Background: an optimization exercise with open tools, aiming at small area. Do not read the settings as production practice. Function was checked by simulation only, so behaviour that the tests miss may differ from the original. Power and IR drop assume default switching activity.

===== flow/config.mk =====
export PLATFORM = sky130hd
export DESIGN_NAME = flash_bus
export DESIGN_NICKNAME = flash_bus
export VERILOG_FILES = /design/flow/design.v
export SDC_FILE = /design/flow/constraint.sdc
export NUM_CORES = 4
export LEC_CHECK = 0
export CAP_MARGIN = 20
export CORE_MARGIN = 2
export CORE_UTILIZATION = 40
export SLEW_MARGIN = 20

===== flow/constraint.sdc =====
create_clock -name core_clock -period 8.0 [get_ports {i_clk}]
set_input_delay 1.6000 -clock core_clock [delete_from_list [all_inputs] [get_ports {i_clk}]]
set_output_delay 1.6000 -clock core_clock [all_outputs]
set_load 0.01 [all_outputs]

===== flow/design.v =====
module flash_bus_controller (
	input 	i_clk,
	input 	i_rst,
	output 			o_busy,
	input 	[3:0] 		i_operation,
	input 	[1:0]		i_chip,
	input 	[14:0]		i_length,
	input 			i_start,
	input 	[159:0]		i_sb_addr,
	input 			i_startup_done,
        output  [13:0]          o_sample_count,
        output	[3:0] 		o_chip_ready,
	output	[3:0] 		o_chip_exists,
        input [15:0] i_adc_sample_fifo_data,
        input        i_adc_sample_fifo_almost_empty,
        input        i_adc_sample_fifo_empty,
        output       o_adc_sample_fifo_re,
        input        i_adc_sample_fifo_valid,
	output [12:0] o_wr_buffer_addr,
	input  [15:0] i_wr_buffer_data,
	output [12:0] o_rd_buffer_addr,
	output [15:0] o_rd_buffer_data,
	output	      o_rd_buffer_we,
	input 	[7:0] 		  i_bus_data,
	output	[7:0]	 	  o_bus_data,
	output		 	  o_bus_data_tri_n,
	output			  o_bus_we_n,
	output			  o_bus_re_n,
	output [3:0]		  o_bus_ces_n,
	output			  o_bus_cle,
	output			  o_bus_ale
);
	localparam	CMD_READID		= 8'h90;
	localparam	CMD_RESET		= 8'hFF;
	localparam	CMD_BLOCKERASE0		= 8'h60;
	localparam	CMD_BLOCKERASE1		= 8'hD0;
	localparam	CMD_WRITEPAGE0		= 8'h80;
	localparam	CMD_WRITEPAGE1		= 8'h10;
	localparam	CMD_READ_MODE		= 8'h00;
	localparam	CMD_READPAGE0		= 8'h00;
	localparam	CMD_READPAGE1		= 8'h30;
	localparam 	CMD_READ_PARAMPAGE	= 8'hEC;
	localparam 	CMD_STATUS		= 8'h70;
	localparam 	CMD_SETFEATURES		= 8'hEF;
	localparam OP_READSTATUS 		= 0;
	localparam OP_JUSTREADSTATUS 		= 1;
	localparam OP_RESET 			= 2;
	localparam OP_SET_TIMING_MODE		= 3;
	localparam OP_STARTREAD 		= 4;
	localparam OP_COMPLETEREAD 		= 5;
	localparam OP_PROGRAM 			= 6;
	localparam OP_ERASE 			= 7;
	localparam OP_READID 			= 8;
	localparam OP_READPARAM 		= 9;
	localparam OP_CHECK_EXISTS      	= 10;
	localparam OP_READ_ADC_SAMPLES      	= 11;
	function [31:0] rinc;
		input [31:0] a;
		input        cin;
		integer i;
		reg c;
		begin
			c = cin;
			for (i = 0; i < 32; i = i + 1) begin
				rinc[i] = a[i] ^ c;
				c = c & a[i];
			end
		end
	endfunction
	function [31:0] rdec;
		input [31:0] a;
		input        bin;
		integer i;
		reg c;
		begin
			c = bin;
			for (i = 0; i < 32; i = i + 1) begin
				rdec[i] = a[i] ^ c;
				c = c & ~a[i];
			end
		end
	endfunction
	localparam DELAY_tWP 			= 2;
	localparam DELAY_tRP 			= 2;
        localparam DELAY_STATE_SEND_COMMAND 	= 6;
        localparam DELAY_STATE_SEND_ADDRESS 	= 6;
        localparam DELAY_STATE_READ_DATA 	= 6;
        localparam DELAY_STATE_WRITE_DATA 	= 6;
        localparam DELAY_STATE_WHR 		= 8;
        localparam DELAY_STATE_ADL 		= 9;
        localparam DELAY_STATE_RHW 		= 13;
        localparam DELAY_STATE_WB 		= 13;
	localparam DIR_OUT = 0;
	localparam DIR_IN  = 1;
        localparam STATE_RESET              = 0;
        localparam STATE_STARTUP_0          = 1;
        localparam STATE_STARTUP_1          = 2;
        localparam STATE_IDLE               = 3;
        localparam STATE_SEND_COMMAND_0     = 4;
        localparam STATE_SEND_ADDRESS       = 5;
        localparam STATE_SEND_COMMAND_1     = 6;
        localparam STATE_READ_STATUS        = 7;
        localparam STATE_DELAY_ADL          = 8;
        localparam STATE_DELAY_WHR          = 9;
        localparam STATE_DELAY_RHW          = 10;
        localparam STATE_DELAY_WB           = 11;
        localparam STATE_WRITE_DATA         = 12;
        localparam STATE_READ_DATA          = 13;
        localparam STATE_READ_ADC_SAMPLES_0 = 14;
        localparam STATE_READ_ADC_SAMPLES_1 = 15;
	reg [3:0] state_reg, state_next;
	reg [3:0] delay_reg;
	reg [3:0] chip_ready_reg, chip_ready_next;
	reg [3:0] chip_exists_reg, chip_exists_next;
	reg [3:0] op_reg, op_next;
	reg [1:0] chip_reg, chip_next;
	reg [7:0] bus_data_in_reg;
	reg	  bus_dir_reg, bus_dir_next;
	reg [7:0] bus_data_out_reg, bus_data_out_next;
	reg	  bus_we_n_reg, bus_we_n_next;
	reg	  bus_re_n_reg, bus_re_n_next;
	reg [3:0] bus_ces_n_reg, bus_ces_n_next;
	reg	  bus_cle_reg, bus_cle_next;
	reg	  bus_ale_reg, bus_ale_next;
        reg adc_sample_fifo_re_reg, adc_sample_fifo_re_next;
        reg [13:0] wr_buffer_addr_reg, wr_buffer_addr_next;
        reg [12:0] rd_buffer_addr_reg, rd_buffer_addr_next;
        reg [15:0] rd_buffer_data_reg, rd_buffer_data_next;
        reg        rd_buffer_we_reg, rd_buffer_we_next;
	reg [14:0] byte_count_reg, byte_count_next;
	reg [13:0] sample_count_reg, sample_count_next;
	reg [2:0]  addr_bytes_reg, addr_bytes_next;
        reg [1:0] chip_counter_reg, chip_counter_next;
        reg [1:0] startup_op_reg, startup_op_next;
        reg       reading_status_reg, reading_status_next;
        wire [3:0] chip_decode_n = ~(4'h1 << chip_reg);
	reg delay_done;
	always @* begin
		case (state_reg)
			STATE_SEND_COMMAND_0, STATE_SEND_COMMAND_1: delay_done = (delay_reg == DELAY_STATE_SEND_COMMAND-1);
			STATE_SEND_ADDRESS:                         delay_done = (delay_reg == DELAY_STATE_SEND_ADDRESS-1);
			STATE_READ_STATUS, STATE_READ_DATA:         delay_done = (delay_reg == DELAY_STATE_READ_DATA-1);
			STATE_DELAY_WHR:                            delay_done = (delay_reg == DELAY_STATE_WHR-1);
			STATE_DELAY_ADL:                            delay_done = (delay_reg == DELAY_STATE_ADL-1);
			STATE_DELAY_RHW:                            delay_done = (delay_reg == DELAY_STATE_RHW-1);
			STATE_DELAY_WB:                             delay_done = (delay_reg == DELAY_STATE_WB-1);
			STATE_WRITE_DATA:                           delay_done = (delay_reg == DELAY_STATE_WRITE_DATA-1);
			default:                                    delay_done = 1'b1;
		endcase
	end
	wire [3:0] addr_chip_sel = 4'h1 << chip_reg;
	reg  [4:0] addr_byte_sel;
	always @* begin
		case (addr_bytes_reg)
			3'd5:    addr_byte_sel = 5'b00001;
			3'd4:    addr_byte_sel = 5'b00010;
			3'd3:    addr_byte_sel = 5'b00100;
			3'd2:    addr_byte_sel = 5'b01000;
			default: addr_byte_sel = 5'b10000;
		endcase
	end
	reg  [7:0] addr_byte;
	integer ci, bi;
	always @* begin
		addr_byte = 8'd0;
		for (ci = 0; ci < 4; ci = ci + 1)
			for (bi = 0; bi < 5; bi = bi + 1)
				addr_byte = addr_byte | ({8{addr_chip_sel[ci] & addr_byte_sel[bi]}} & i_sb_addr[40*ci + 8*bi +: 8]);
	end
	always @(posedge i_clk) begin
		delay_reg <= (state_reg == STATE_RESET || state_reg == STATE_STARTUP_0 || state_reg == STATE_STARTUP_1 ||
		              state_reg == STATE_IDLE || state_reg == STATE_READ_ADC_SAMPLES_0 ||
		              state_reg == STATE_READ_ADC_SAMPLES_1 || delay_done) ? 4'd0 : delay_reg + 4'd1;
		chip_ready_reg <= chip_ready_next;
		op_reg <= op_next;
		chip_reg <= chip_next;
		byte_count_reg[14:1] <= byte_count_next[14:1];
		sample_count_reg <= sample_count_next;
		addr_bytes_reg <= addr_bytes_next;
		chip_counter_reg <= chip_counter_next;
		startup_op_reg <= startup_op_next;
		reading_status_reg <= reading_status_next;
	end
	always @(posedge i_clk or posedge i_rst) begin
		if (i_rst) begin
			state_reg <= STATE_RESET;
			chip_exists_reg <= 0;
			byte_count_reg[0] <= 1'b0;
			bus_data_in_reg <= 0;
			bus_dir_reg <= DIR_OUT;
			bus_data_out_reg <= 0;
			bus_we_n_reg <= 1;
			bus_re_n_reg <= 1;
			bus_ces_n_reg <= 0;
			bus_cle_reg <= 0;
			bus_ale_reg <= 0;
			adc_sample_fifo_re_reg <= 0;
			wr_buffer_addr_reg <= 0;
			rd_buffer_addr_reg <= 0;
			rd_buffer_data_reg <= 0;
			rd_buffer_we_reg <= 0;
		end else begin
			state_reg <= state_next;
			chip_exists_reg <= chip_exists_next;
			byte_count_reg[0] <= byte_count_next[0];
			bus_data_in_reg <= i_bus_data;
			bus_data_out_reg <= bus_data_out_next;
			bus_dir_reg <= bus_dir_next;
			bus_we_n_reg <= bus_we_n_next;
			bus_re_n_reg <= bus_re_n_next;
			bus_ces_n_reg <= bus_ces_n_next;
			bus_cle_reg <= bus_cle_next;
			bus_ale_reg <= bus_ale_next;
			adc_sample_fifo_re_reg <= adc_sample_fifo_re_next;
			wr_buffer_addr_reg <= wr_buffer_addr_next;
			rd_buffer_addr_reg <= rd_buffer_addr_next;
			rd_buffer_data_reg <= rd_buffer_data_next;
			rd_buffer_we_reg <= rd_buffer_we_next;
		end
	end
	assign o_busy = (state_reg != STATE_IDLE);
	wire [31:0] rdec32_rd = rdec({29'd0, rd_buffer_addr_reg[2:0]}, 1'b1);
	wire [31:0] rinc32_rd = rinc({22'd0, rd_buffer_addr_reg[12:3]}, 1'b1);
	wire [31:0] rdec32_wr = rdec({28'd0, wr_buffer_addr_reg[3:0]}, 1'b1);
	wire [31:0] rinc32_wr = rinc({22'd0, wr_buffer_addr_reg[13:4]}, 1'b1);
	wire [31:0] rdec32_bc = rdec({17'd0, byte_count_reg}, 1'b1);
	wire [31:0] rinc32_sc = rinc({18'd0, sample_count_reg}, 1'b1);
	always @* begin
		state_next = state_reg;
                chip_ready_next = chip_ready_reg;
                chip_exists_next = chip_exists_reg;
                op_next = op_reg;
		chip_next = chip_reg;
                byte_count_next = byte_count_reg;
                sample_count_next = sample_count_reg;
		addr_bytes_next = addr_bytes_reg;
                adc_sample_fifo_re_next = 1'b0;
                wr_buffer_addr_next = wr_buffer_addr_reg;
                rd_buffer_addr_next[2:0] = (rd_buffer_we_reg) ? rdec32_rd[2:0] : rd_buffer_addr_reg[2:0];
                rd_buffer_addr_next[12:3] = (rd_buffer_we_reg && (rd_buffer_addr_reg[2:0] == 3'd0)) ? rinc32_rd[9:0] : rd_buffer_addr_reg[12:3];
		rd_buffer_data_next[15:8] = (!byte_count_reg[0]) ? bus_data_in_reg : rd_buffer_data_reg[15:8];
		rd_buffer_data_next[7:0] = (byte_count_reg[0]) ? bus_data_in_reg : rd_buffer_data_reg[7:0];
		rd_buffer_we_next = 1'b0;
                chip_counter_next = chip_counter_reg;
                startup_op_next = startup_op_reg;
                reading_status_next = reading_status_reg;
		case (state_reg)
                        STATE_RESET: begin
                            if (i_startup_done) begin
                                chip_ready_next = 4'hF;
                                chip_exists_next = 0;
                                chip_counter_next = 0;
                                startup_op_next = 0;
                                state_next = STATE_STARTUP_0;
                            end
			end
                        STATE_STARTUP_0: begin
                            if (startup_op_reg == 2'd3) begin
                                state_next = STATE_IDLE;
                            end else if (chip_ready_reg[chip_counter_reg]) begin
                                reading_status_next = 0;
                                state_next = STATE_STARTUP_1;
                            end else begin
                                reading_status_next = 1;
                                chip_next = chip_counter_reg;
                                op_next = (reading_status_reg) ? OP_JUSTREADSTATUS : OP_READSTATUS;
                                state_next = (reading_status_reg) ? STATE_READ_STATUS : STATE_SEND_COMMAND_0;
                            end
                        end
                        STATE_STARTUP_1: begin
                            op_next = (startup_op_reg == 2'd0) ? OP_RESET           :
                                      (startup_op_reg == 2'd1) ? OP_SET_TIMING_MODE : OP_CHECK_EXISTS;
                            chip_next = chip_counter_reg;
                            chip_counter_next = chip_counter_reg + 1;
                            startup_op_next = (chip_counter_reg == 2'd3) ? startup_op_reg + 2'd1 : startup_op_reg;
                            state_next = STATE_SEND_COMMAND_0;
                        end
			STATE_IDLE: begin
                            op_next = i_operation;
                            chip_next = i_chip;
                            rd_buffer_addr_next = 13'd7;
                            wr_buffer_addr_next = 14'd15;
                            if (i_start) begin
                                byte_count_next = i_length;
                                state_next = (i_operation == OP_JUSTREADSTATUS)   ? STATE_READ_STATUS        :
                                             (i_operation == OP_READ_ADC_SAMPLES) ? STATE_READ_ADC_SAMPLES_0 : STATE_SEND_COMMAND_0;
                            end
			end
                        STATE_SEND_COMMAND_0: begin
                            addr_bytes_next = (op_reg == OP_SET_TIMING_MODE) ? 3'd1 :
                                              (op_reg == OP_READID)          ? 3'd1 :
                                              (op_reg == OP_CHECK_EXISTS)    ? 3'd1 :
                                              (op_reg == OP_ERASE)           ? 3'd3 :
                                              (op_reg == OP_READPARAM)       ? 3'd1 : 3'd5;
                            if (op_reg == OP_RESET)
                                chip_ready_next[chip_reg] = 1'b0;
                            if (delay_done) begin
                                state_next = (op_reg == OP_READSTATUS)   ? STATE_DELAY_WHR    :
                                             (op_reg == OP_RESET)        ? STATE_DELAY_WB     :
                                             (op_reg == OP_COMPLETEREAD) ? STATE_DELAY_WHR    : STATE_SEND_ADDRESS;
                            end
                        end
                        STATE_SEND_ADDRESS: begin
                            if (op_reg == OP_READPARAM)
                                chip_ready_next[chip_reg] = 1'b0;
                            if (delay_done) begin
				if (addr_bytes_reg == 3'd1) begin
                                    state_next = (op_reg == OP_PROGRAM)         ? STATE_DELAY_ADL :
                                                 (op_reg == OP_SET_TIMING_MODE) ? STATE_DELAY_ADL :
                                                 (op_reg == OP_READPARAM)       ? STATE_DELAY_WB  :
                                                 (op_reg == OP_READID)          ? STATE_DELAY_WHR :
                                                 (op_reg == OP_CHECK_EXISTS)    ? STATE_DELAY_WHR : STATE_SEND_COMMAND_1;
				end else begin
                                    addr_bytes_next = addr_bytes_reg - 3'd1;
				end
                            end
			end
                        STATE_SEND_COMMAND_1: begin
                            if ((op_reg == OP_ERASE) || (op_reg == OP_STARTREAD))
                                chip_ready_next[chip_reg] = 1'b0;
                            if (delay_done) begin
                               state_next = (op_reg == OP_ERASE)     ? STATE_DELAY_WB :
                                            (op_reg == OP_PROGRAM)   ? STATE_DELAY_WB :
                                            (op_reg == OP_STARTREAD) ? STATE_DELAY_WB : STATE_IDLE;
                            end
                        end
                        STATE_DELAY_WHR: begin
                            if ((op_reg == OP_READID) || (op_reg == OP_CHECK_EXISTS))
                                byte_count_next = 15'd6;
                            if (delay_done) begin
                                state_next = (op_reg == OP_READSTATUS)   ? STATE_READ_STATUS :
                                             (op_reg == OP_READID)       ? STATE_READ_DATA   :
                                             (op_reg == OP_CHECK_EXISTS) ? STATE_READ_DATA   :
                                             (op_reg == OP_COMPLETEREAD) ? STATE_READ_DATA   : STATE_IDLE;
                            end
                        end
			STATE_READ_STATUS: begin
                            if (delay_done) begin
                                chip_ready_next[chip_reg] = bus_data_in_reg[6];
                                state_next = STATE_DELAY_RHW;
                            end
			end
                        STATE_DELAY_ADL: begin
                            if (delay_done) begin
                                wr_buffer_addr_next[3:0] = rdec32_wr[3:0];
                                wr_buffer_addr_next[13:4] = (wr_buffer_addr_reg[3:0] == 4'd0) ? rinc32_wr[9:0] : wr_buffer_addr_reg[13:4];
                                state_next = STATE_WRITE_DATA;
                                if (op_reg == OP_SET_TIMING_MODE)
                                    byte_count_next = 15'd4;
                            end
                        end
                        STATE_DELAY_RHW, STATE_DELAY_WB: begin
                            if (delay_done)
                                state_next = (startup_op_reg != 2'd3) ? STATE_STARTUP_0 : STATE_IDLE;
                        end
                        STATE_WRITE_DATA: begin
                            chip_ready_next[chip_reg] = 1'b0;
                            if (delay_done) begin
                                wr_buffer_addr_next[3:0] = rdec32_wr[3:0];
                                wr_buffer_addr_next[13:4] = (wr_buffer_addr_reg[3:0] == 4'd0) ? rinc32_wr[9:0] : wr_buffer_addr_reg[13:4];
                                byte_count_next = rdec32_bc[14:0];
                                if (byte_count_reg == 15'd1) begin
                                    state_next = (op_reg == OP_PROGRAM)         ? STATE_SEND_COMMAND_1 :
                                                 (op_reg == OP_SET_TIMING_MODE) ? STATE_DELAY_WB       : STATE_IDLE;
                                end
                            end
                        end
			STATE_READ_DATA: begin
                            if (delay_done) begin
                                rd_buffer_we_next = (op_reg == OP_CHECK_EXISTS) ? 1'b0 : byte_count_reg[0];
                                if (((op_reg == OP_READID) || (op_reg == OP_CHECK_EXISTS)) && (byte_count_reg == 15'd5) && (bus_data_in_reg != 8'd0))
                                    chip_exists_next[chip_reg] = 1'b1;
                                byte_count_next = rdec32_bc[14:0];
                                if (byte_count_reg == 15'd1)
                                    state_next = STATE_DELAY_RHW;
                            end
                        end
			STATE_READ_ADC_SAMPLES_0: begin
                            if (i_adc_sample_fifo_empty) begin
                                sample_count_next = 0;
                                state_next = STATE_READ_ADC_SAMPLES_1;
                            end else if (adc_sample_fifo_re_reg && i_adc_sample_fifo_valid) begin
                                rd_buffer_data_next = i_adc_sample_fifo_data;
                                rd_buffer_we_next = 1'b1;
                                sample_count_next = rinc32_sc[13:0];
                                if (i_adc_sample_fifo_almost_empty)
                                    state_next = STATE_READ_ADC_SAMPLES_1;
                                else
                                    adc_sample_fifo_re_next = 1'b1;
                            end else begin
                                sample_count_next = 0;
                                adc_sample_fifo_re_next = 1'b1;
                            end
                        end
			STATE_READ_ADC_SAMPLES_1: begin
                            rd_buffer_data_next = 16'hFFFF;
                            rd_buffer_we_next = 1'b1;
                            sample_count_next = rinc32_sc[13:0];
                            state_next = STATE_IDLE;
                        end
			default: ;
		endcase
	end
        wire [7:0] wr_buffer_data_out_byte = (byte_count_reg[0]) ? i_wr_buffer_data[7:0] : i_wr_buffer_data[15:8];
        always @* begin
	    case (state_reg)
                STATE_RESET, STATE_STARTUP_0, STATE_STARTUP_1, STATE_IDLE, STATE_DELAY_WB, STATE_DELAY_RHW, STATE_READ_ADC_SAMPLES_0, STATE_READ_ADC_SAMPLES_1: begin
                    bus_dir_next = DIR_IN;
                    bus_data_out_next = 8'h0;
                    bus_we_n_next = 1;
                    bus_re_n_next = 1;
                    bus_ces_n_next = 4'hF;
                    bus_cle_next = 0;
                    bus_ale_next = 0;
                end
                STATE_SEND_COMMAND_0: begin
                    bus_dir_next = DIR_OUT;
                    bus_data_out_next = (op_reg == OP_READSTATUS)      ? CMD_STATUS         :
                                        (op_reg == OP_RESET)           ? CMD_RESET          :
                                        (op_reg == OP_READID)          ? CMD_READID         :
                                        (op_reg == OP_CHECK_EXISTS)    ? CMD_READID         :
                                        (op_reg == OP_READPARAM)       ? CMD_READ_PARAMPAGE :
                                        (op_reg == OP_PROGRAM)         ? CMD_WRITEPAGE0     :
                                        (op_reg == OP_STARTREAD)       ? CMD_READPAGE0      :
                                        (op_reg == OP_COMPLETEREAD)    ? CMD_READ_MODE      :
                                        (op_reg == OP_ERASE)           ? CMD_BLOCKERASE0    :
                                        (op_reg == OP_SET_TIMING_MODE) ? CMD_SETFEATURES    : 8'h00;
                    bus_we_n_next = (delay_reg < DELAY_tWP) ? 0 : 1;
                    bus_re_n_next = 1;
                    bus_ces_n_next = chip_decode_n;
                    bus_cle_next = 1;
                    bus_ale_next = 0;
                end
                STATE_SEND_COMMAND_1: begin
                    bus_dir_next = DIR_OUT;
                    bus_data_out_next = (op_reg == OP_STARTREAD)    ? CMD_READPAGE1   :
                                        (op_reg == OP_PROGRAM)      ? CMD_WRITEPAGE1  :
                                        (op_reg == OP_ERASE)        ? CMD_BLOCKERASE1 : 8'h00;
                    bus_we_n_next = (delay_reg < DELAY_tWP) ? 0 : 1;
                    bus_re_n_next = 1;
                    bus_ces_n_next = chip_decode_n;
                    bus_cle_next = 1;
                    bus_ale_next = 0;
                end
                STATE_SEND_ADDRESS: begin
                    bus_dir_next = DIR_OUT;
                    bus_data_out_next = (op_reg == OP_SET_TIMING_MODE) ? 8'h01 :
                                        ((op_reg == OP_READID) || (op_reg == OP_CHECK_EXISTS) || (op_reg == OP_READPARAM)) ? 8'h00 :
                                        addr_byte;
                    bus_we_n_next = (delay_reg < DELAY_tWP) ? 0 : 1;
                    bus_re_n_next = 1;
                    bus_ces_n_next = chip_decode_n;
                    bus_cle_next = 0;
                    bus_ale_next = 1;
                end
                STATE_READ_STATUS, STATE_READ_DATA: begin
                    bus_dir_next = DIR_IN;
                    bus_data_out_next = 8'h00;
                    bus_we_n_next = 1;
                    bus_re_n_next = (delay_reg < DELAY_tRP) ? 0 : 1;
                    bus_ces_n_next = chip_decode_n;
                    bus_cle_next = 0;
                    bus_ale_next = 0;
                end
                STATE_WRITE_DATA: begin
                    bus_dir_next = DIR_OUT;
                    bus_data_out_next = (op_reg == OP_SET_TIMING_MODE) ? ((byte_count_reg == 15'd4) ? 8'h04 : 8'h00) : wr_buffer_data_out_byte;
                    bus_we_n_next = (delay_reg < DELAY_tWP) ? 0 : 1;
                    bus_re_n_next = 1;
                    bus_ces_n_next = chip_decode_n;
                    bus_cle_next = 0;
                    bus_ale_next = 0;
                end
                default: begin
                    bus_dir_next = DIR_IN;
                    bus_data_out_next = 8'h0;
                    bus_we_n_next = 1;
                    bus_re_n_next = 1;
                    bus_ces_n_next = chip_decode_n;
                    bus_cle_next = 0;
                    bus_ale_next = 0;
                end
            endcase
        end
	assign o_sample_count = sample_count_reg;
        assign o_adc_sample_fifo_re = adc_sample_fifo_re_reg;
        assign o_bus_data 	= bus_data_out_reg;
	assign o_bus_data_tri_n = bus_dir_reg;
	assign o_bus_we_n 	= bus_we_n_reg;
	assign o_bus_re_n 	= bus_re_n_reg;
	assign o_bus_ces_n 	= bus_ces_n_reg;
	assign o_bus_cle 	= bus_cle_reg;
	assign o_bus_ale 	= bus_ale_reg;
        assign o_chip_ready = chip_ready_reg;
        assign o_chip_exists = chip_exists_reg;
        assign o_wr_buffer_addr = wr_buffer_addr_reg[13:1];
        assign o_rd_buffer_addr = rd_buffer_addr_reg;
        assign o_rd_buffer_data = rd_buffer_data_reg;
        assign o_rd_buffer_we = rd_buffer_we_reg;
endmodule
module flash_bus_sm (
	input 	i_clk,
	input 	i_rst,
        input i_recording_en,
        output o_top_bus_active,
        input i_disp_cmd_req,
        output o_disp_cmd_ack,
        input [71:0] i_disp_cmd_data,
        output o_disp_rsp_req,
        input i_disp_rsp_ack,
        input i_disp_rsp_listening,
        output [25:0] o_disp_rsp_data,
        output [3:0] o_disp_chip_active,
        output o_disp_wr_buffer_rsvd,
        output o_disp_rd_buffer_rsvd,
	output	[31:0]	o_cyclecount_sum,
	input	    	i_cyclecount_reset,
	input	[7:0]	i_cyclecount_start,
	input	[7:0]	i_cyclecount_end,
        output o_adc_master_record,
	input 			i_ctrl_busy,
	output reg [3:0]	o_ctrl_operation,
	output     [1:0]	o_ctrl_chip,
	output     [14:0]	o_ctrl_length,
	output reg		o_ctrl_start,
	output     [159:0]	o_sb_addr,
	output			o_startup_done,
	input      [13:0]	i_sample_count,
	input      [3:0]	i_ctrl_chip_ready
);
	localparam OP_READSTATUS 		= 0;
	localparam OP_JUSTREADSTATUS 		= 1;
	localparam OP_RESET 			= 2;
	localparam OP_SET_TIMING_MODE		= 3;
	localparam OP_STARTREAD 		= 4;
	localparam OP_COMPLETEREAD 		= 5;
	localparam OP_PROGRAM 			= 6;
	localparam OP_ERASE 			= 7;
	localparam OP_READID 			= 8;
	localparam OP_READPARAM 		= 9;
	localparam OP_READ_ADC_SAMPLES		= 11;
	function [31:0] rinc;
		input [31:0] a;
		input        cin;
		integer i;
		reg c;
		begin
			c = cin;
			for (i = 0; i < 32; i = i + 1) begin
				rinc[i] = a[i] ^ c;
				c = c & a[i];
			end
		end
	endfunction
	function [31:0] rdec;
		input [31:0] a;
		input        bin;
		integer i;
		reg c;
		begin
			c = bin;
			for (i = 0; i < 32; i = i + 1) begin
				rdec[i] = a[i] ^ c;
				c = c & ~a[i];
			end
		end
	endfunction
	localparam CS_READ_START_PENDING = 1;
	localparam CS_READ_DATA_PENDING  = 2;
	localparam CS_READ_DATA_DONE	 = 3;
	localparam CS_WRITE_DATA_PENDING = 4;
	localparam CS_WRITE_DATA_ONBUS   = 5;
	localparam CS_WRITE_DATA_DONE    = 6;
	localparam CS_ERASE_PENDING      = 7;
	localparam CS_ERASE_ONBUS        = 8;
	localparam CS_ERASE_DONE         = 9;
	localparam CS_READID_0           = 10;
	localparam CS_READID_1           = 11;
	localparam CS_READPARAM_0        = 12;
	localparam CS_READPARAM_1        = 13;
	localparam CS_READPARAM_2        = 14;
	localparam CS_SETTIMINGMODE_0    = 15;
	localparam CS_SETTIMINGMODE_1    = 16;
	localparam CS_RESET_0            = 17;
	localparam CS_RESET_1            = 18;
	localparam CS_GET_ADC_SAMPLES_0  = 19;
	localparam CS_GET_ADC_SAMPLES_1  = 20;
	localparam STATE_IDLE 		      = 0;
	localparam STATE_NEW_RQST_0	      = 1;
	localparam STATE_GET_NEXT_OP_0 	      = 2;
	localparam STATE_GET_NEXT_OP_1 	      = 3;
        localparam STATE_WAIT_FOR_CONTROLLER  = 5;
        localparam STATE_CHECK_FOR_CHIP_READY = 6;
	localparam STATE_DO_BUS_OP	      = 7;
	localparam STATE_NEW_RSLT_0	      = 8;
	localparam STATE_NEW_RSLT_1	      = 9;
	localparam STATE_SWITCH_CHIPS	      = 10;
	reg [3:0]  state_reg;
	reg [31:0] sys_cycle_count_reg;
	reg [31:0] op_cycle_count_reg;
	reg        recording_reg;
	reg        new_cmd_ack_reg;
	reg        new_rsp_req_reg;
	reg [17:0] new_rsp_data_reg;
	reg [3:0]  chip_active_reg;
	reg        wr_buffer_rsvd_reg;
	reg        rd_buffer_rsvd_reg;
	reg [1:0]  curr_chip_reg;
	reg [1:0]  new_chip_reg;
	reg        new_rd_reg, new_wr_reg;
	reg [39:0] sb_addr  [0:3];
	reg [7:0]  sb_tag   [0:3];
	reg [9:0]  sb_len   [0:3];
	reg [4:0]  sb_state [0:3];
	reg [3:0]  sb_srs;
	reg [31:0] sb_cc    [0:3];
	reg [3:0]  sb_cc_valid;		 
	reg [31:0] cc_pend;		 
	reg [1:0]  cc_pend_chip;
	reg [2:0]  cc_age;		 
	reg [1:0]  rd_a0, rd_a1, rd_a2;	 
	wire [1:0] c = curr_chip_reg;
	wire [7:0] rd_tag   = sb_tag[c];
	wire [9:0] rd_len   = sb_len[c];
	wire [4:0] rd_state = sb_state[c];
	wire       rd_srs   = sb_srs[c];
	wire        nq_state  = (state_reg == STATE_NEW_RQST_0);
	reg  [1:0]  cc_addr;		 
	wire [31:0] cc_rd     = sb_cc_valid[cc_addr] ? sb_cc[cc_addr] : 32'd0;
	wire [2:0] new_op   = i_disp_cmd_data[48:46];
	wire [1:0] new_chip = i_disp_cmd_data[41:40];
	reg  [4:0] new_state;
	always @* begin
		case (new_op)
			3'd0: new_state = CS_WRITE_DATA_PENDING;
			3'd1: new_state = CS_READ_START_PENDING;
			3'd2: new_state = CS_ERASE_PENDING;
			3'd3: new_state = CS_READID_0;
			3'd4: new_state = CS_READPARAM_0;
			3'd5: new_state = CS_RESET_0;
			3'd6: new_state = CS_SETTIMINGMODE_0;
			default: new_state = CS_GET_ADC_SAMPLES_0;
		endcase
	end
	wire st_adc   = (rd_state == CS_GET_ADC_SAMPLES_0) || (rd_state == CS_GET_ADC_SAMPLES_1);
	wire st_prog  = (rd_state == CS_WRITE_DATA_PENDING) || (rd_state == CS_WRITE_DATA_ONBUS) || (rd_state == CS_WRITE_DATA_DONE);
	wire st_rdbuf = (rd_state == CS_READ_START_PENDING) || (rd_state == CS_READ_DATA_PENDING) || (rd_state == CS_READ_DATA_DONE) ||
	                (rd_state == CS_READID_0) || (rd_state == CS_READID_1) ||
	                (rd_state == CS_READPARAM_0) || (rd_state == CS_READPARAM_1) || (rd_state == CS_READPARAM_2) || st_adc;
	reg st_send, st_onbus, st_done;
	reg [3:0] st_op;
	always @* begin
		st_send = 1'b0; st_onbus = 1'b0; st_done = 1'b0; st_op = 4'd0;
		case (rd_state)
			CS_READ_START_PENDING: begin st_send = 1'b1; st_op = OP_STARTREAD; end
			CS_READ_DATA_PENDING:  begin st_send = 1'b1; st_op = OP_COMPLETEREAD; end
			CS_WRITE_DATA_PENDING: begin st_send = 1'b1; st_op = OP_PROGRAM; end
			CS_ERASE_PENDING:      begin st_send = 1'b1; st_op = OP_ERASE; end
			CS_READID_0:           begin st_send = 1'b1; st_op = OP_READID; end
			CS_READPARAM_0:        begin st_send = 1'b1; st_op = OP_READPARAM; end
			CS_READPARAM_1:        begin st_send = 1'b1; st_op = OP_COMPLETEREAD; end
			CS_SETTIMINGMODE_0:    begin st_send = 1'b1; st_op = OP_SET_TIMING_MODE; end
			CS_RESET_0:            begin st_send = 1'b1; st_op = OP_RESET; end
			CS_GET_ADC_SAMPLES_0:  begin st_send = 1'b1; st_op = OP_READ_ADC_SAMPLES; end
			CS_WRITE_DATA_ONBUS, CS_ERASE_ONBUS: st_onbus = 1'b1;
			CS_READ_DATA_DONE, CS_WRITE_DATA_DONE, CS_ERASE_DONE, CS_READID_1, CS_READPARAM_2,
			CS_SETTIMINGMODE_1, CS_RESET_1, CS_GET_ADC_SAMPLES_1: st_done = 1'b1;
			default: ;
		endcase
	end
	wire in_idle  = (state_reg == STATE_IDLE);
	wire in_nq    = (state_reg == STATE_NEW_RQST_0);
	wire in_do    = (state_reg == STATE_DO_BUS_OP);
	wire in_check = (state_reg == STATE_CHECK_FOR_CHIP_READY);
	wire chip_rdy = i_ctrl_chip_ready[c];
	wire cs_match = (i_cyclecount_start[4:0] != 5'd0) && (i_cyclecount_start[4:0] == rd_state);
	wire ce_match = (i_cyclecount_end[4:0] != 5'd0) && (i_cyclecount_end[4:0] == rd_state);
	wire we_new   = in_idle && i_disp_cmd_req;
	wire we_state = in_do && (st_send || st_onbus);
	wire we_srs   = in_check && !chip_rdy;
	wire we_cc_do = we_state && cs_match;
	wire cc_load   = in_nq | we_cc_do;	 
	wire cc_commit = cc_age[2] | (cc_age[1] & cc_load);
	integer k;
	always @(posedge i_clk) begin
		for (k = 0; k < 4; k = k + 1) begin
			if (we_new && new_chip == k) begin
				sb_addr[k] <= i_disp_cmd_data[39:0];
				sb_tag[k]  <= i_disp_cmd_data[71:64];
				sb_len[k]  <= i_disp_cmd_data[63:54];
			end
			if (we_new && new_chip == k)
				sb_state[k] <= new_state;
			else if (we_state && c == k)
				sb_state[k] <= rd_state + 5'd1;
			if (we_new && new_chip == k)
				sb_srs[k] <= 1'b0;
			else if (we_srs && c == k)
				sb_srs[k] <= 1'b1;
			if (cc_commit && cc_pend_chip == k)
				sb_cc[k] <= cc_pend;
		end
		if (cc_load) begin
			cc_pend <= in_nq ? cc_rd : sys_cycle_count_reg;
			cc_pend_chip <= in_nq ? new_chip_reg : c;
		end
		if (in_idle) begin
			new_chip_reg <= new_chip;
			new_rd_reg <= (new_op == 3'd1) || (new_op == 3'd3) || (new_op == 3'd4) || (new_op == 3'd7);
			new_wr_reg <= (new_op == 3'd0);
		end
		cc_addr <= we_new ? rd_a1 : c;
		rd_a0 <= in_nq ? new_chip_reg : c;
		rd_a1 <= rd_a0;
		rd_a2 <= rd_a1;
	end
	always @(posedge i_clk or posedge i_rst) begin
		if (i_rst) begin
			sb_cc_valid <= 4'd0;
			cc_age <= 3'd0;
		end else begin
			cc_age <= {cc_age[1] & ~cc_load, cc_age[0] & ~cc_load, cc_load};
			for (k = 0; k < 4; k = k + 1)
				if (cc_commit && cc_pend_chip == k)
					sb_cc_valid[k] <= 1'b1;
		end
	end
	wire [31:0] adc_units_w = rinc({22'd0, i_sample_count[13:4]}, (i_sample_count[3:0] != 4'd0));
	wire [9:0]  adc_units = adc_units_w[9:0];
	always @(posedge i_clk or posedge i_rst) begin
		if (i_rst) begin
			state_reg <= STATE_IDLE;
			sys_cycle_count_reg <= 0;
			op_cycle_count_reg <= 0;
			recording_reg <= 0;
			new_cmd_ack_reg <= 0;
			new_rsp_req_reg <= 0;
			new_rsp_data_reg <= 0;
			chip_active_reg <= 0;
			wr_buffer_rsvd_reg <= 0;
			rd_buffer_rsvd_reg <= 0;
			curr_chip_reg <= 0;
		end else begin
			sys_cycle_count_reg <= rinc(sys_cycle_count_reg, 1'b1);
			new_cmd_ack_reg <= 1'b0;
			if (!i_recording_en)
				recording_reg <= 1'b0;
			if (i_cyclecount_reset)
				op_cycle_count_reg <= 0;
			case (state_reg)
				STATE_IDLE: begin
					if (i_disp_cmd_req) begin
						new_cmd_ack_reg <= 1'b1;
						state_reg <= STATE_NEW_RQST_0;
					end else if (chip_active_reg[c]) begin
						state_reg <= STATE_GET_NEXT_OP_0;
					end else begin
						curr_chip_reg <= c + 2'd1;
					end
				end
				STATE_NEW_RQST_0: begin
					chip_active_reg[new_chip_reg] <= 1'b1;
					if (new_rd_reg) rd_buffer_rsvd_reg <= 1'b1;
					if (new_wr_reg) wr_buffer_rsvd_reg <= 1'b1;
					state_reg <= STATE_IDLE;
				end
				STATE_GET_NEXT_OP_0: state_reg <= STATE_GET_NEXT_OP_1;
				STATE_GET_NEXT_OP_1: state_reg <= STATE_WAIT_FOR_CONTROLLER;
				STATE_WAIT_FOR_CONTROLLER: begin
					if (!i_ctrl_busy)
						state_reg <= st_adc ? STATE_DO_BUS_OP : STATE_CHECK_FOR_CHIP_READY;
				end
				STATE_CHECK_FOR_CHIP_READY: begin
					state_reg <= chip_rdy ? STATE_DO_BUS_OP : STATE_SWITCH_CHIPS;
				end
				STATE_DO_BUS_OP: begin
					if (i_cyclecount_start[4:0] == 5'd0)
						recording_reg <= 1'b0;
					else if (cs_match && i_recording_en)
						recording_reg <= 1'b1;
					if (i_cyclecount_end[4:0] == 5'd0)
						recording_reg <= 1'b0;
					else if (ce_match) begin
						op_cycle_count_reg <= op_cycle_count_reg + (sys_cycle_count_reg - cc_rd);
						recording_reg <= 1'b0;
					end
					if (st_send || st_onbus)
						state_reg <= STATE_SWITCH_CHIPS;
					else if (st_done)
						state_reg <= STATE_NEW_RSLT_0;
				end
				STATE_SWITCH_CHIPS: begin
					curr_chip_reg <= c + 2'd1;
					state_reg <= STATE_IDLE;
				end
				STATE_NEW_RSLT_0: begin
					new_rsp_req_reg <= 1'b1;
					if (st_adc)
						new_rsp_data_reg <= {rd_tag, adc_units};
					else
						new_rsp_data_reg <= {rd_tag, rd_len};
					state_reg <= STATE_NEW_RSLT_1;
				end
				STATE_NEW_RSLT_1: begin
					if (i_disp_rsp_ack) begin
						chip_active_reg[c] <= 1'b0;
						if (st_rdbuf) rd_buffer_rsvd_reg <= 1'b0;
						if (st_prog) wr_buffer_rsvd_reg <= 1'b0;
						new_rsp_req_reg <= 1'b0;
						state_reg <= STATE_SWITCH_CHIPS;
					end
				end
				default: ;
			endcase
		end
	end
	always @* begin
		o_ctrl_operation = 4'd0;
		o_ctrl_start = 1'b0;
		if (in_check && !chip_rdy) begin
			o_ctrl_operation = rd_srs ? OP_JUSTREADSTATUS : OP_READSTATUS;
			o_ctrl_start = 1'b1;
		end else if (in_do && st_send) begin
			o_ctrl_operation = st_op;
			o_ctrl_start = 1'b1;
		end
	end
	assign o_ctrl_chip = c;
	assign o_ctrl_length = {rd_len, 5'd0};
	assign o_sb_addr = {sb_addr[3], sb_addr[2], sb_addr[1], sb_addr[0]};
	assign o_startup_done = (sys_cycle_count_reg == 32'd124999);
	assign o_cyclecount_sum = op_cycle_count_reg;
        assign o_disp_cmd_ack = new_cmd_ack_reg;
        assign o_disp_rsp_req = new_rsp_req_reg;
        assign o_disp_rsp_data = i_disp_rsp_listening ? {new_rsp_data_reg, 8'd0} : 26'd0;
        assign o_disp_chip_active = chip_active_reg;
        assign o_disp_wr_buffer_rsvd = wr_buffer_rsvd_reg;
        assign o_disp_rd_buffer_rsvd = rd_buffer_rsvd_reg;
        assign o_top_bus_active = |chip_active_reg;
        assign o_adc_master_record = recording_reg;
endmodule
module flash_bus #(
	parameter NUM_OF_CHIPS 			= 4,
	parameter CMD_FIFO_DATA_WIDTH 	= 72,
	parameter WR_FIFO_DATA_WIDTH 	= 128,
	parameter RD_FIFO_DATA_WIDTH 	= 136,
	parameter RSLT_FIFO_DATA_WIDTH 	= 26,
	parameter PERIOD 				= 8,
	parameter PAGE_SIZE_WIDTH		= 15
 )
 (
	input 	i_clk,
	input 	i_rst,
        output o_top_bus_active,
        input i_recording_en,
        input i_disp_cmd_req,
        output o_disp_cmd_ack,
        input [CMD_FIFO_DATA_WIDTH-1:0] i_disp_cmd_data,
        output o_disp_rsp_req,
        input i_disp_rsp_ack,
        input i_disp_rsp_listening,
        output [RSLT_FIFO_DATA_WIDTH-1:0] o_disp_rsp_data,
        output [NUM_OF_CHIPS-1:0] o_disp_chip_active,
        output o_disp_wr_buffer_rsvd,
        output o_disp_rd_buffer_rsvd,
        input [15:0] i_adc_sample_fifo_data,
        input        i_adc_sample_fifo_almost_empty,
        input        i_adc_sample_fifo_empty,
        output       o_adc_sample_fifo_re,
        input        i_adc_sample_fifo_valid,
        output [12:0] o_wr_buffer_addr,
        input  [15:0] i_wr_buffer_data,
        output [12:0] o_rd_buffer_addr,
        output [15:0] o_rd_buffer_data,
        output        o_rd_buffer_we,
	output	[0:31]						o_cyclecount_sum,
	input								i_cyclecount_reset,
	input	[0:7]						i_cyclecount_start,
	input	[0:7]						i_cyclecount_end,
        output o_adc_master_record,
	input 	[7:0] 						i_bus_data,
	output 	[7:0]	 					o_bus_data,
	output		 						o_bus_data_tri_n,
	output 								o_bus_we_n,
	output 								o_bus_re_n,
	output [NUM_OF_CHIPS-1:0] 					o_bus_ces_n,
	output 								o_bus_cle,
	output 								o_bus_ale,
        output [NUM_OF_CHIPS-1:0] o_chip_exists
 );
	wire		ctrl_busy;
	wire [3:0]	ctrl_operation;
	wire [1:0]	ctrl_chip;
	wire [14:0]	ctrl_length;
	wire		ctrl_start;
	wire [13:0]	ctrl_sample_count;
	wire [159:0]	sb_addr;
	wire		startup_done;
	wire [3:0]	chip_ready;
	flash_bus_sm busSM (
		.i_clk(i_clk),
		.i_rst(i_rst),
                .o_top_bus_active(o_top_bus_active),
                .i_recording_en(i_recording_en),
                .i_disp_cmd_req(i_disp_cmd_req),
                .o_disp_cmd_ack(o_disp_cmd_ack),
                .i_disp_cmd_data(i_disp_cmd_data),
                .o_disp_rsp_req(o_disp_rsp_req),
                .i_disp_rsp_ack(i_disp_rsp_ack),
                .i_disp_rsp_listening(i_disp_rsp_listening),
                .o_disp_rsp_data(o_disp_rsp_data),
                .o_disp_chip_active(o_disp_chip_active),
                .o_disp_wr_buffer_rsvd(o_disp_wr_buffer_rsvd),
                .o_disp_rd_buffer_rsvd(o_disp_rd_buffer_rsvd),
		.o_cyclecount_sum(o_cyclecount_sum),
		.i_cyclecount_reset(i_cyclecount_reset),
		.i_cyclecount_start(i_cyclecount_start),
		.i_cyclecount_end(i_cyclecount_end),
                .o_adc_master_record(o_adc_master_record),
		.i_ctrl_busy(ctrl_busy),
		.o_ctrl_operation(ctrl_operation),
		.o_ctrl_chip(ctrl_chip),
		.o_ctrl_length(ctrl_length),
		.o_ctrl_start(ctrl_start),
		.o_sb_addr(sb_addr),
		.o_startup_done(startup_done),
                .i_sample_count(ctrl_sample_count),
		.i_ctrl_chip_ready(chip_ready)
	);
	flash_bus_controller busController (
		.i_clk(i_clk),
		.i_rst(i_rst),
		.o_busy(ctrl_busy),
		.i_operation(ctrl_operation),
		.i_chip(ctrl_chip),
		.i_length(ctrl_length),
		.i_start(ctrl_start),
		.i_sb_addr(sb_addr),
		.i_startup_done(startup_done),
		.o_sample_count(ctrl_sample_count),
		.o_chip_ready(chip_ready),
		.o_chip_exists(o_chip_exists),
                .i_adc_sample_fifo_data(i_adc_sample_fifo_data),
                .i_adc_sample_fifo_almost_empty(i_adc_sample_fifo_almost_empty),
                .i_adc_sample_fifo_empty(i_adc_sample_fifo_empty),
                .o_adc_sample_fifo_re(o_adc_sample_fifo_re),
                .i_adc_sample_fifo_valid(i_adc_sample_fifo_valid),
		.o_wr_buffer_addr(o_wr_buffer_addr),
		.i_wr_buffer_data(i_wr_buffer_data),
		.o_rd_buffer_addr(o_rd_buffer_addr),
		.o_rd_buffer_data(o_rd_buffer_data),
		.o_rd_buffer_we(o_rd_buffer_we),
		.i_bus_data(i_bus_data),
		.o_bus_data(o_bus_data),
		.o_bus_data_tri_n(o_bus_data_tri_n),
		.o_bus_we_n(o_bus_we_n),
		.o_bus_re_n(o_bus_re_n),
		.o_bus_ces_n(o_bus_ces_n),
		.o_bus_cle(o_bus_cle),
		.o_bus_ale(o_bus_ale)
	);
endmodule

===== flow/flow/run.sh =====
#!/bin/bash
# Layout flow: the standard flow (standard synthesis netlist structure and
# registers, floorplan, power grid, placement, CTS, routing) with changes that
# only affect how the combinational logic is mapped and buffered:
#  - ABC maps the combinational logic with an area-oriented script
#    (flow/abc_area.script) instead of ORFS's delay-oriented one; the
#    registers Yosys creates are the same;
#  - the input and output ports get sky130_fd_sc_hd__buf_1 port buffers
#    instead of the default clkdlybuf4s50_1;
#  - clock tree synthesis uses smaller clock buffers and no dummy loads.
# The full make output goes to flow_make.log in the work folder; each ORFS step
# also keeps its own log under orfs/logs/.
set -euo pipefail
WORK=$(pwd)
SCRIPTS="$WORK/orfs_scripts"
rm -rf "$SCRIPTS"
cp -r "$FLOW_HOME/scripts" "$SCRIPTS"
if [[ -f flow/abc_area.script ]]; then
  cp flow/abc_area.script "$SCRIPTS/abc_speed.script"
fi
bash standard.sh \
  "SCRIPTS_DIR=$SCRIPTS" \
  "BUFFER_PORTS_ARGS=-buffer_cell sky130_fd_sc_hd__buf_1" \
  "CTS_ARGS=-sink_clustering_enable -repair_clock_nets -dont_use_dummy_load -sink_clustering_size 14 -sink_clustering_max_diameter 60 -buf_list sky130_fd_sc_hd__clkbuf_8" \
  finish > flow_make.log 2>&1

===== flow/flow/abc_area.script =====
strash
dc2
dch -f
amap
strash
dc2
dch -f
amap
topo
dnsize -c

===== flow/standard.sh =====
#!/bin/bash
# synth_recipe.tcl (not shown) runs the flow's synth.tcl, then flattens the netlist and writes it again
# the make line also repeats each setting of config.mk as NAME=value (left out here)
make -C /OpenROAD-flow-scripts/flow DESIGN_CONFIG=/design/flow/config.mk WORK_HOME=/design/flow/orfs CLKGATE_MAP_FILE= SYNTH_SCRIPT=/design/flow/synth_recipe.tcl "${@:-finish}"

==> out/qor.json, run 1 <==
{
  "drv_cap": {"value": 0},
  "max_flop_register": {"value": "busSM.sb_addr"},
  "peakVddDrop": {"value": 0.145, "unit": "mV"},
  "route.detailed.drc": {"value": 0},
  "final.hold.worst_slack": {"value": 0.341, "unit": "ns"},
  "final-setup-viol-count": {"value": 0},
  "outcome": {"value": "timing/DRC/antenna clean"},
  "grt.overflow.total": {"value": 0},
  "cp_slowest_stage_delay": {"value": 0.49, "unit": "ns"},
  "port_buffers": {"value": 247},
  "report.final.slew_viol_count": {"value": 0},
  "clock_tree.root_cell": {"value": "clkbuf_8"},
  "nNetsFinal": {"value": 3070},
  "layout-drive-gt1-share": {"value": 0.0698},
  "antenna_found_initial": {"value": 1},
  "place_congestion": {"value": 0.857},
  "post_synthesis_to_final_layout_area_growth": {"value": 12.3, "unit": "%"},
  "cellPowerDensity": {"value": 164, "unit": "nW/µm²"},
  "worst-setup-path-type": {"value": "reg2reg"},
  "insertion_delay": {"value": 0.70, "unit": "ns"},
  "clock_path_buffers": {"value": 3},
  "clk_transition_reported_paths": {"value": 0.09, "unit": "ns"},
  "synth_area_leaders": {"value": "edfxtp_1 47%, dfrtp_1 15%, ha_1 6.2%"},
  "rows": {"value": 99},
  "worstSetupEndpointType": {"value": "flip-flop"},
  "r2r_end": {"value": "busSM.op_cycle_count_reg[31]"},
  "final.fill_count": {"value": 6704},
  "vert_die_dim": {"value": 275, "unit": "µm"},
  "critPathLaunchType": {"value": "flip-flop"},
  "synth_area_per_cell": {"value": 12.3, "unit": "µm²"},
  "final.min_clock_period": {"value": 7.69, "unit": "ns"},
  "dp.final_hpwl": {"value": 52000, "unit": "µm"},
  "dp.cells": {"value": 3651},
  "grt_setup_unrepaired": {"value": "yes"},
  "grt_start_max_net_pins": {"value": 123},
  "cts_made_buffers": {"value": 57},
  "synth.most_common_cell": {"value": "edfxtp_1"},
  "synth_top_area_share": {"value": 0.473},
  "yosysWarnings": {"value": 7},
  "crit_slowest_cell": {"value": "fa_1"},
  "hold-path-cell-count": {"value": 0},
  "ys_seq_area_frac": {"value": 0.638},
  "rr_startpoint": {"value": "busSM.cc_addr[0]"},
  "grt_pass1_vias": {"value": 20566},
  "path_delay_family": {"value": "compound AO/OA/AOI/OAI gates"},
  "fin_cells": {"value": 3712},
  "fmaxAchievable": {"value": 0.130, "unit": "GHz"},
  "final_antenna_net_count": {"value": 0},
  "ys_async_sr_fraction": {"value": 0.277},
  "die_area": {"value": 75800, "unit": "µm²"},
  "grtUsageTotal": {"value": 0.199},
  "drt-vias-per-instance": {"value": 5.50},
  "ys_seq_elements": {"value": 661},
  "skew": {"value": 0.113, "unit": "ns"},
  "grt_first_pass_wirelength": {"value": 117000, "unit": "µm"},
  "reg_top3": {"value": "busSM.sb_addr: 160 flops, busSM.sb_cc: 128 flops, busSM.sb_len: 40 flops"},
  "dr.pass1.iters": {"value": 5},
  "start_util": {"value": 0.404},
  "final.period_utilization": {"value": 0.961},
  "num_io_pins": {"value": 271},
  "post-synth-top-area-cell": {"value": "edfxtp_1"},
  "worstHoldStart": {"value": "busSM.rd_a0[1]"},
  "ys_types": {"value": 55},
  "route.vias.total": {"value": 20403},
  "holdPathEnd": {"value": "busSM.rd_a1[1]"},
  "power.leakage": {"value": 11.9, "unit": "nW"},
  "synth.cells.most_frequent": {"value": "464 x edfxtp_1, 309 x clkinv_1, 264 x nor2_1"},
  "worstPathMaxFanout": {"value": 4},
  "syn-instance-count": {"value": 2390},
  "core_area": {"value": 73000, "unit": "µm²"},
  "r2r.worst_path.cells": {"value": 55},
  "cp.buffers_inverters": {"value": 5},
  "tritoncts": {"value": "yes"},
  "cts-htree-levels": {"value": 2},
  "clkSinkCount": {"value": 661},
  "worstPathArrival": {"value": 8.25, "unit": "ns"},
  "first_iter_violations": {"value": 1599},
  "wl_per_cell": {"value": 20.6, "unit": "µm"},
  "chipWidth": {"value": 275, "unit": "µm"},
  "crit_top_cell": {"value": "nor2_2"},
  "postSynth.topFlopCell": {"value": "edfxtp_1"},
  "total_power": {"value": 0.00543, "unit": "W"},
  "worst_slew_margin_rel": {"value": 0.286},
  "holdCritPathClass": {"value": "reg2reg"},
  "largest_register_ff_count": {"value": 160},
  "synthesized_cell_area": {"value": 29400, "unit": "µm²"},
  "cp_data_required_time": {"value": 8.56, "unit": "ns"},
  "setup.reg_to_reg.worst_slack": {"value": 0.31, "unit": "ns"},
  "worst_pin_slew": {"value": 1.04, "unit": "ns"},
  "final_hold_viol_count": {"value": 0},
  "totalWireLength": {"value": 76500, "unit": "µm"},
  "synth-edff-count": {"value": 464}
}
[how the worst max path moves through the flow]
stage / depth (start not counted) / startpoint / slack [ns] / endpoint
4_1_cts: 56 / busSM.cc_addr[0] / 0.0005 / busSM.op_cycle_count_reg[31]
3_3_place_gp: 56 / busSM.cc_addr[1] / -0.19 / busSM.op_cycle_count_reg[31]
5_1_grt: 55 / busSM.cc_addr[0] / -0.28 / busSM.op_cycle_count_reg[31]
2_1_floorplan: 55 / busSM.cc_addr[1] / -0.11 / busSM.op_cycle_count_reg[31]
3_5_place_dp: 56 / busSM.cc_addr[1] / -0.27 / busSM.op_cycle_count_reg[31]
6_report: 55 / busSM.cc_addr[0] / 0.31 / busSM.op_cycle_count_reg[31]
[what timing repair did]
action,in CTS,in global routing
setup buffers,0,4
setup endpoints to repair,2,4
resized for setup,12,45
pin swaps,0,9
hold buffers,0,0
[routing by layer]
| layer | share of wire | track usage | up-vias |
|---|---|---|---|
| met4 | 0.027 | 0.0615 | 0 |
| li1 | - | - | 9532 |
| met1 | 0.43 | 0.261 | 10159 |
| met5 | 0 | 0 | - |
| met3 | 0.048 | 0.0245 | 128 |
| met2 | 0.50 | 0.344 | 584 |
[placed cells by master (no fill, tap or decap), types with 31 or more instances in the layout]
master and instances:
nor3_1 35, nand2_1 188, a21oi_1 80, dfrtp_1 181, nor2_1 231, edfxtp_1 464, o22ai_1 55, a22oi_1 40
fa_1 31, a222oi_1 36, buf_1 247, ha_1 146, o21ai_0 130, clkinv_1 302, clkbuf_8 57, buf_4 69
nor2b_1 41
[worst reg2reg max path, delay by kind of cell (launching register included)]
family | cells | cell delay (ns)
AOI/OAI and AO/OA | 20 | 3.59
adders and majority gates | 2 | 0.72
buffers and inverters | 5 | 0.30
DFF | 1 | 0.41
and+or+nand+nor | 28 | 2.54
[final cells by class]
type | instances | area, µm² | share of cell area
clock buffers | 57 | 785 | 0.0237
diodes | 1 | 2.50 | 0.0000757
multi-input cells | 1406 | 9610 | 0.291
flip-flops and latches | 661 | 18800 | 0.569
repair buffers | 319 | 1490 | 0.0450
well taps | 959 | 1200 | 0.0363
inverters | 309 | 1180 | 0.0357
[power breakdown]
group          internal (W)   total, W  switching [W]
Sequential          0.00365    0.00365     0.00000277
Clock              0.000633    0.00170        0.00107
Combinational     0.0000211  0.0000829      0.0000618
Total               0.00430    0.00543        0.00113
[stage by stage]
| stage | setup slack, ns | setup TNS [ns] | util | instance area [µm²] |
|---|---|---|---|---|
| floorplan | -0.106 | -1.10 | - | 29500 |
| global placement | -0.186 | -0.191 | 0.439 | 32000 |
| detailed placement | -0.268 | -0.360 | 0.439 | 32100 |
| CTS | 0.000484 | 0 | 0.451 | 32900 |
| global route | -0.280 | -0.407 | 0.453 | 33100 |
| finish | 0.313 | 0 | 0.453 | 33100 |
[cell families (layout without fill, tap and decap cells)]
logic type | Yosys count | in the layout | share of synthesized area
simple gates | 641 | 641 | 0.0960
fa+ha+maj | 178 | 178 | 0.0835
buf+inv | 330 | 685 | 0.0447
compound gates | 579 | 579 | 0.137
flops | 661 | 661 | 0.638
other cells | 1 | 9 | 0.000127
==> run 2: changes to the inputs <==
--- a/flow/config.mk
+++ b/flow/config.mk
@@ -8,4 +8,5 @@
 export CAP_MARGIN = 20
 export CORE_MARGIN = 2
 export CORE_UTILIZATION = 40
+export SETUP_SLACK_MARGIN = 0.3
 export SLEW_MARGIN = 20
==> run 2 against run 1 <==
  * Largest power group unchanged
  * Largest cell class unchanged
  * Die area did not move
  * Non-clock buffer count rose by 6
  * Wire length rose by 2.2%
  * Still clean on timing, DRC and antenna
  * Combinational power rose by 2.7%
  * Utilization rose by 0.19 points
  * Area after synthesis did not move
  * Critical path type unchanged
  * Critical path depth fell by 1
  * Sequential power barely moved
  * Via count rose by 0.52%
  * Maximum frequency rose by 1.6%
  * Sequential share of layout area fell by 0.24 points
  * Register-to-register slack improved by 0.12 ns
==> out/qor.json, run 2 <==
{
  "die_area": {"value": 75800, "unit": "µm²"},
  "worst_slew_margin_rel": {"value": 0.201},
  "synth_area_per_cell": {"value": 12.3, "unit": "µm²"},
  "synth.mux.area_fraction": {"value": 0},
  "clock_path_buffers": {"value": 3},
  "fmaxAchievable": {"value": 0.132, "unit": "GHz"},
  "drt-vias-per-instance": {"value": 5.51},
  "grt_pass1_vias": {"value": 20526},
  "worstPathMaxFanout": {"value": 4},
  "most_frequent_cells_in_the_layout": {"value": "464 x edfxtp_1, 301 x clkinv_1, 247 x buf_1, 232 x nor2_1, 186 x nand2_1"},
  "final.period_utilization": {"value": 0.945},
  "yosysWarnings": {"value": 7},
  "synthesized_cell_area": {"value": 29400, "unit": "µm²"},
  "rows": {"value": 99},
  "postLayoutCoreUtil": {"value": 0.455},
  "r2r.worst_path.cells": {"value": 54},
  "synth_top_area_share": {"value": 0.473},
  "ys_types": {"value": 55},
  "post-synth-top-area-cell": {"value": "edfxtp_1"},
  "largest_register_ff_count": {"value": 160},
  "setup_total_negative_slack": {"value": 0, "unit": "ns"},
  "post_synthesis_to_final_layout_area_growth": {"value": 12.8, "unit": "%"},
  "final.fill_count": {"value": 6646},
  "grt.overflow.total": {"value": 0},
  "port_buffers": {"value": 247},
  "final.min_clock_period": {"value": 7.56, "unit": "ns"},
  "final-setup-viol-count": {"value": 0},
  "clock_tree.root_cell": {"value": "clkbuf_8"},
  "crit_slowest_cell": {"value": "fa_1"},
  "chipWidth": {"value": 275, "unit": "µm"},
  "final_hold_viol_count": {"value": 0},
  "postSynth.topFlopCell": {"value": "edfxtp_1"},
  "max_flop_register": {"value": "busSM.sb_addr"},
  "grt_use_met2": {"value": 0.345},
  "grt_first_pass_wirelength": {"value": 119000, "unit": "µm"},
  "final.hold.worst_slack": {"value": 0.336, "unit": "ns"},
  "report.final.slew_viol_count": {"value": 0},
  "design_area": {"value": 33200, "unit": "µm²"},
  "met3_resource_use_gr": {"value": 0.0322},
  "syn-instance-count": {"value": 2390},
  "core_area": {"value": 73000, "unit": "µm²"},
  "yosys.area_share.simple": {"value": 0.0960},
  "path_delay_family": {"value": "compound AO/OA/AOI/OAI gates"},
  "worst_pin_slew": {"value": 1.19, "unit": "ns"},
  "skew": {"value": 0.135, "unit": "ns"},
  "synth-edff-count": {"value": 464},
  "route.vias.total": {"value": 20510},
  "cts_made_buffers": {"value": 58},
  "grtUsageTotal": {"value": 0.203},
  "ys_seq_elements": {"value": 661},
  "reg_top3": {"value": "busSM.sb_addr: 160 flops, busSM.sb_cc: 128 flops, busSM.sb_len: 40 flops"},
  "placement.setup.worst_slack": {"value": -0.152, "unit": "ns"},
  "placement.cell_area": {"value": 32100, "unit": "µm²"},
  "clkSinkCount": {"value": 661},
  "dp.final_hpwl": {"value": 52400, "unit": "µm"},
  "multi_input_area": {"value": 9640, "unit": "µm²"},
  "largest_family_of_logic_cells_by_synthesized_area": {"value": "compound AO/OA/AOI/OAI gates"},
  "clk_transition_reported_paths": {"value": 0.09, "unit": "ns"},
  "crit_top_cell": {"value": "nor2_2"},
  "totalWireLength": {"value": 78200, "unit": "µm"},
  "vert_die_dim": {"value": 275, "unit": "µm"},
  "drv_cap": {"value": 0},
  "start_util": {"value": 0.404},
  "critPathLaunchType": {"value": "flip-flop"},
  "peakVddDrop": {"value": 0.128, "unit": "mV"},
  "outcome": {"value": "timing/DRC/antenna clean"},
  "synth_compound_area_frac": {"value": 0.137},
  "synth_fa_ha_area_frac": {"value": 0.0835},
  "nNetsFinal": {"value": 3077},
  "tritoncts": {"value": "yes"},
  "cp_data_required_time": {"value": 8.58, "unit": "ns"},
  "holdCritPathClass": {"value": "reg2reg"},
  "hold-path-cell-count": {"value": 0},
  "ys_async_sr_fraction": {"value": 0.277},
  "power.leakage": {"value": 11.9, "unit": "nW"},
  "cts-htree-levels": {"value": 2},
  "antenna_found_initial": {"value": 6},
  "busiest_layer": {"value": "met2"},
  "met1_track_utilization_from_global_routing": {"value": 0.266},
  "cellPowerDensity": {"value": 165, "unit": "nW/µm²"},
  "insertion_delay": {"value": 0.74, "unit": "ns"},
  "route.detailed.drc": {"value": 0},
  "worstPathArrival": {"value": 8.14, "unit": "ns"},
  "timing.final.ws_setup": {"value": 0.437, "unit": "ns"},
  "place_congestion": {"value": 0.863},
  "layout_commonest_cell": {"value": "edfxtp_1"},
  "cp_slowest_stage_delay": {"value": 0.51, "unit": "ns"},
  "worstSetupEndpointType": {"value": "flip-flop"},
  "first_iter_violations": {"value": 1802},
  "final_antenna_net_count": {"value": 0},
  "grt_start_max_net_pins": {"value": 93},
  "post_synth_xor_area_fraction": {"value": 0},
  "num_io_pins": {"value": 271},
  "final-seq-area": {"value": 18800, "unit": "µm²"},
  "layout-drive-gt1-share": {"value": 0.0739},
  "synth.cells.most_frequent": {"value": "464 x edfxtp_1, 309 x clkinv_1, 264 x nor2_1"},
  "grt_setup_unrepaired": {"value": "yes"},
  "dr.pass1.iters": {"value": 6},
  "synth_area_leaders": {"value": "edfxtp_1 47%, dfrtp_1 15%, ha_1 6.2%"},
  "synth.most_common_cell": {"value": "edfxtp_1"},
  "worst-path-stages": {"value": 54},
  "ys_seq_area_frac": {"value": 0.638},
  "cts-hold-fix-buffers": {"value": 0},
  "wl_per_cell": {"value": 21.0, "unit": "µm"},
  "worst-setup-path-type": {"value": "reg2reg"},
  "cp.buffers_inverters": {"value": 4}
}
-- run 2: worst paths after layout --
| kind | startpoint | end | slack, ns |
|---|---|---|---|
| worst max-delay path | busSM.cc_addr[1] | busSM.op_cycle_count_reg[31] | 0.44 |
| worst min-delay path | busSM.rd_a0[0] | busSM.rd_a1[0] | 0.34 |
| worst max register to register | busSM.cc_addr[1] | busSM.op_cycle_count_reg[31] | 0.44 |
| worst min register to register | busSM.rd_a0[0] | busSM.rd_a1[0] | 0.34 |
| max in group asynchronous | i_rst | busSM.recording_reg | 5.57 |
| min in group asynchronous | i_rst | busController.rd_buffer_data_reg[4] | 1.05 |
-- run 2: report_power, final --
group	switching, W	total, W	leakage (nW)	internal [W]
clock network	0.00109	0.00173	0.417	0.000643
registers	0.00000281	0.00365	6.75	0.00365
logic	0.0000622	0.0000851	4.76	0.0000228
-- run 2: timing repair --
action / CTS / global route
endpoints found under the setup margin: 4 / 5
pin swaps: 7 / 11
buffers inserted: 1 / 8
resized for setup: 25 / 45
-- run 2: metal layers --
metal / vias to the layer above / wire, µm
met1: 10174 / 32500
li1: 9539 / -
met2: 670 / 39000
met5: - / 0
met4: 0 / 2180
met3: 127 / 4510
-- run 2: cell type report --
type / instances / area share
diodes: 6 / 0.000452
clock buffers: 58 / 0.0240
inverters: 309 / 0.0357
multi-input cells: 1406 / 0.290
flip-flops and latches: 661 / 0.566
well taps: 959 / 0.0361
repair buffers: 325 / 0.0471
-- run 2: kinds of logic after synthesis --
logic type,count (synthesis)
fa+ha+maj,178
flops,661
simple gates,641
buf+inv,330
compound gates,579
other cells,1
-- run 2: per-stage QoR --
step                total power (W)  instances
CTS                         0.00552       3709
global placement            0.00380       3650
global route                0.00565       3722
floorplan                   0.00376       2397
detailed placement          0.00381       3650
finish                      0.00547       3724

==> port drivers added, routing unchanged <==
Ports are ideal in the flow. The routed layouts listed here were re-timed in OpenROAD. Step 1: set_driving_cell puts a clkbuf_16 on i_clk and a buf_2 on each other input, an assumption about the parent block. Step 2 adds t to the input delays and takes it off the output delays; t is the mean of the earliest and latest rising clock arrival at the registers after step 1. Input paths then give back, and output paths get back, about the clock's delay inside the block. a / b / c = no drivers / after step 1 / after step 2; a / b = the first two.
run	shift t [ns]	setup slack, ns	worst setup path after step 2	slew at the worst register clock pin (ns)	pins driven straight from the clock port
run 1	0.712	0.313 / 0.313 / 0.313	register to register	0.10 / 0.10	1
run 2	0.733	0.437 / 0.437 / 0.437	register to register	0.10 / 0.10	1
After both steps every run listed still meets setup and hold.
